This is an optimization exercise on Yosys and OpenROAD, whose aim is small area, a short achievable clock period and few clock cycles, not a production implementation.
At most, simulation tests tie the RTL to the original design; equivalence was not proved.

== the previous run ==
## dot_prod
module dot_prod (
  input wire clk, r_enable,
  input wire[9:0] init_i_t_a,
  input wire signed[63:0] init_acc_t_a,
  output wire[9:0] a_addr,
  input wire signed[26:0] a_rdata,
  output wire[9:0] b_addr,
  input wire signed[26:0] b_rdata,
  output reg w_enable,
  output reg signed[63:0] result
);
Size in the first run: ~250 flip-flops, roughly 220 I/O pins, about 26000 um2 of cells after synthesis.
export LEC_CHECK = 0
export CAP_MARGIN = 20
export CORE_MARGIN = 2
export CORE_UTILIZATION = 60
export CTS_CLUSTER_SIZE = 40
export SLEW_MARGIN = 60
export SYNTH_HIERARCHICAL = 1
export SYNTH_MINIMUM_KEEP_SIZE = 0
create_clock -name core_clock -period 14.0 [get_ports {clk}]
standard.sh (not shown) runs the stock make flow with config.mk's settings and CLKGATE_MAP_FILE= SYNTH_SCRIPT=/design/flow/synth_recipe.tcl, a recipe that flattens the netlist after the stock synthesis.
==> flow/flow/run.sh <==
#!/bin/bash
# Standard ORFS layout, except that the port buffers inserted by buffer_ports are
# sky130_fd_sc_hd__buf_2 instead of the resizer's default pick (a clock delay buffer).
set -euo pipefail
export BUFFER_PORTS_ARGS="-buffer_cell sky130_fd_sc_hd__buf_2"
bash standard.sh > run_standard.log 2>&1
The previous run finished end to end and its layout was clean on timing, DRC and antenna.
Input-level comparison between the current run and the previous run:
==> flow/run.sh (new file) <==
#!/bin/bash
# synth_recipe.tcl (not shown) runs the flow's synth.tcl, then flattens the netlist and writes it again
# the make line also repeats each setting of config.mk as NAME=value (left out here)
make -C /OpenROAD-flow-scripts/flow DESIGN_CONFIG=/design/flow/config.mk WORK_HOME=/design/flow/orfs CLKGATE_MAP_FILE= SYNTH_SCRIPT=/design/flow/synth_recipe.tcl finish
removed: flow/flow/run.sh
removed: flow/standard.sh
### Flow results
met1 track demand over resource, the current run and the previous run, higher one = the current run.
The previous run → the current run: post-route minimum period +140 ps, non-clock buffer count lower, total non-filler cell area in the finished layout went up by 3.8%, setup slack of the critical path after layout saw a decrease, total die area now sits at about the same level.
The current run against the previous run; routed wire length is up slightly.
Post-synthesis to final-layout area growth in the current run vs the previous run: up 4.2 points
Largest clock skew in the final design (the current run over the previous run): decrease, 23 ps
In the flow results for the current run and the previous run, the hold slack is larger on the current run.
Relative to the previous run, the wire length of the first global-routing pass of the current run is higher by 2.5 mm.
No functional check of the RTL was part of any run of this note.

* * *

before:
dot_prod, a different RTL version from the one above (not shown whole).
For scale: ~2400 cells after synthesis, about 250 flip-flops, about 220 I/O pins.
Settings: LEC_CHECK=0, CAP_MARGIN=20, CORE_MARGIN=2, CORE_UTILIZATION=60, CTS_CLUSTER_SIZE=40, SLEW_MARGIN=60, SYNTH_HIERARCHICAL=1, SYNTH_MINIMUM_KEEP_SIZE=0; clock period 14.0 ns.
==> flow/flow/run.sh <==
#!/bin/bash
# Standard ORFS layout, except:
#  - port buffers are sky130_fd_sc_hd__buf_2 instead of the resizer's default pick;
#  - repair_timing (after CTS and global route) aims for extra setup slack.
set -euo pipefail
export BUFFER_PORTS_ARGS="-buffer_cell sky130_fd_sc_hd__buf_2"
export SETUP_SLACK_MARGIN=10.1
bash standard.sh > run_standard.log 2>&1
before finished every step from synthesis to the final layout, and the layout passed the timing, design-rule and antenna checks.
Testbench counts of before, summed over its fixed seeds: cycles 64,256.
Changes in after relative to before:
==> flow/flow/run.sh <==
#!/bin/bash
# Standard ORFS layout, except that the port buffers inserted by buffer_ports are
# sky130_fd_sc_hd__buf_2 instead of the resizer's default pick (a clock delay buffer).
set -euo pipefail
export BUFFER_PORTS_ARGS="-buffer_cell sky130_fd_sc_hd__buf_2"
bash standard.sh > run_standard.log 2>&1
Via count is higher on before
Post-synthesis to final-layout area growth in after is 3.0 points lower than in before
The number of rows created at floorplan of after and that of before are within noise of each other.
Delta (after minus before): hold slack held, relative slew slack now smaller, number of standard cells in the final layout excluding fillers -3.0%.

* * *

dot_prod, a different RTL version from the one above (not shown whole).
For scale: about 2,300 cells after synthesis, about 25,000 µm² of cells after synthesis.
==> flow/config.mk <==
export PLATFORM = sky130hd
export DESIGN_NAME = dot_prod
export DESIGN_NICKNAME = dot_prod
export VERILOG_FILES = /design/flow/design.v
export SDC_FILE = /design/flow/constraint.sdc
export NUM_CORES = 4
export LEC_CHECK = 0
export CAP_MARGIN = 20
export CORE_MARGIN = 2
export CORE_UTILIZATION = 60
export CTS_CLUSTER_DIAMETER = 200
export CTS_CLUSTER_SIZE = 24
export PLACE_DENSITY = 0.72
export SLEW_MARGIN = 60
export SYNTH_HIERARCHICAL = 1
export SYNTH_MINIMUM_KEEP_SIZE = 0
==> flow/constraint.sdc <==
create_clock -name core_clock -period 14.0 [get_ports {clk}]
set_input_delay 2.8000 -clock core_clock [delete_from_list [all_inputs] [get_ports {clk}]]
set_output_delay 2.8000 -clock core_clock [all_outputs]
set_load 0.01 [all_outputs]
==> flow/flow/run.sh <==
#!/bin/bash
# Standard ORFS layout, except that the port buffers inserted by buffer_ports are
# sky130_fd_sc_hd__buf_1 instead of the resizer's default pick (a clock delay buffer).
set -euo pipefail
export BUFFER_PORTS_ARGS="-buffer_cell sky130_fd_sc_hd__buf_1"
bash standard.sh > run_standard.log 2>&1
The first run produced a clean layout.
Testbench counts at the start, summed over its fixed seeds: cycles 64,256.
Next try:
--- a/flow/config.mk
+++ b/flow/config.mk
@@ -13 +13 @@
-export PLACE_DENSITY = 0.72
+export GPL_TIMING_DRIVEN = 0
The changed run completed with no timing, DRC or antenna violations.
Routed wire length went up by 20%.
Non-clock buffer count is higher by 169.
Core utilization went up by 1.4 points.
Clock-buffer cell count went down by 1.
Worst setup slack got worse by 500 ps.
Next try:
==> flow/flow/run.sh (replaced) <==
#!/bin/bash
# Standard ORFS layout, except that the port buffers inserted by buffer_ports are
# sky130_fd_sc_hd__buf_2 instead of the resizer's default pick (a clock delay buffer).
set -euo pipefail
export BUFFER_PORTS_ARGS="-buffer_cell sky130_fd_sc_hd__buf_2"
bash standard.sh > run_standard.log 2>&1
--- a/flow/config.mk
+++ b/flow/config.mk
@@ -13 +12,0 @@
-export GPL_TIMING_DRIVEN = 0
Effect: The changed run ran to the end with no violations; die area does not change; maximum frequency is higher by 12%; wire length fell by about 16%; design area falls by about 1.1%; via count came out lower by 6.8%; flip-flop and latch count stays the same; count of clock-buffer cells in the layout climbs by 1.
Next try:
==> flow/flow/run.sh (replaced) <==
#!/bin/bash
# Standard ORFS layout, except that the port buffers inserted by buffer_ports are
# sky130_fd_sc_hd__buf_1 instead of the resizer's default pick (a clock delay buffer).
set -euo pipefail
export BUFFER_PORTS_ARGS="-buffer_cell sky130_fd_sc_hd__buf_1"
bash standard.sh > run_standard.log 2>&1
Cell area shrinks by 1.1%.
Wire length grows by 2.7%.
Global-route usage grows by 0.88 points.
Area after synthesis does not change.
Count of clock-buffer cells in the layout shrinks by 1.
Setup slack loses 3.3 ps.
Hold slack gains 3.5 ps.
Via count grows by 0.50%.
Next try:
--- a/flow/config.mk
+++ b/flow/config.mk
@@ -10 +10 @@
-export CORE_UTILIZATION = 60
+export CORE_UTILIZATION = 70
@@ -12 +12 @@
-export CTS_CLUSTER_SIZE = 24
+export CTS_CLUSTER_SIZE = 20
After rerunning:
- The new run completed with no timing, DRC or antenna violations
- via count went up by 2.7%
- non-clock buffer count shrinks by 2
- routed wire length goes down by 4.2%
- global-route usage grows by 4.0 points
- register-to-register slack is about the same
- clock skew is lower by 9.9 ps
- die area goes down by 14%
Next try:
--- a/flow/config.mk
+++ b/flow/config.mk
@@ -10 +10 @@
-export CORE_UTILIZATION = 70
+export CORE_UTILIZATION = 60
@@ -12,2 +12,2 @@
-export CTS_CLUSTER_SIZE = 20
-export SLEW_MARGIN = 60
+export CTS_CLUSTER_SIZE = 24
+export SLEW_MARGIN = 50
Effect:
- final area hardly moves
- via count came out lower by 2.5%
- die area came out higher by about 16%
- global-route usage came out lower by 4.1 points
- non-clock buffer count came out lower by 1

-- port drivers added, routing unchanged --
Ports are ideal in the flow. The routed layouts listed here were re-timed in OpenROAD.
Step 1 sets driving cells, clkbuf_16 on the clock port and buf_2 on the other inputs (assumed; they add their load-dependent delay and slew).
Step 2 moves the port delays by t, midway between the first and last clock arrival at a register: inputs arrive t later, outputs are due t later. That takes back most of the time a late clock gives input paths.
a / b / c = ideal / step 1 / step 2; a / b = the first two.
run | shift t [ns] | slack for setup (ns) | hold WS [ns] | worst setup path after step 2 | worst data-port slew with drivers (ns)
the previous run | 0.649 | 9.621 / 9.621 / 9.203 | 0.436 / 0.436 / 0.436 | input to register | 0.07
the current run | 0.638 | 9.479 / 9.420 / 9.290 | 0.446 / 0.446 / 0.446 | input to register | 0.07
before | 0.630 | 10.012 / 9.956 / 9.752 | 0.441 / 0.441 / 0.441 | input to register | 0.06
after | 0.631 | 9.962 / 9.903 / 9.381 | 0.443 / 0.443 / 0.443 | input to register | 0.06
the first run of note 3 | 0.568 | 9.991 / 9.935 / 9.709 | 0.445 / 0.445 / 0.445 | input to register | 0.05
the second run of note 3 | 0.573 | 9.491 / 9.491 / 9.295 | 0.453 / 0.453 / 0.453 | input to register | 0.04
the third run of note 3 | 0.570 | 9.980 / 9.920 / 9.557 | 0.441 / 0.441 / 0.441 | input to register | 0.06
the fourth run of note 3 | 0.574 | 9.977 / 9.919 / 9.554 | 0.445 / 0.445 / 0.445 | input to register | 0.07
the fifth run of note 3 | 0.567 | 9.915 / 9.942 / 9.376 | 0.453 / 0.453 / 0.453 | input to register | 0.05
the sixth run of note 3 | 0.571 | 9.887 / 9.916 / 9.345 | 0.445 / 0.445 / 0.445 | input to register | 0.07
After both steps setup and hold are still met in every run listed. The setup slack of after, which loses most, moves by -0.059 ns with the drivers and by -0.581 ns with both steps.
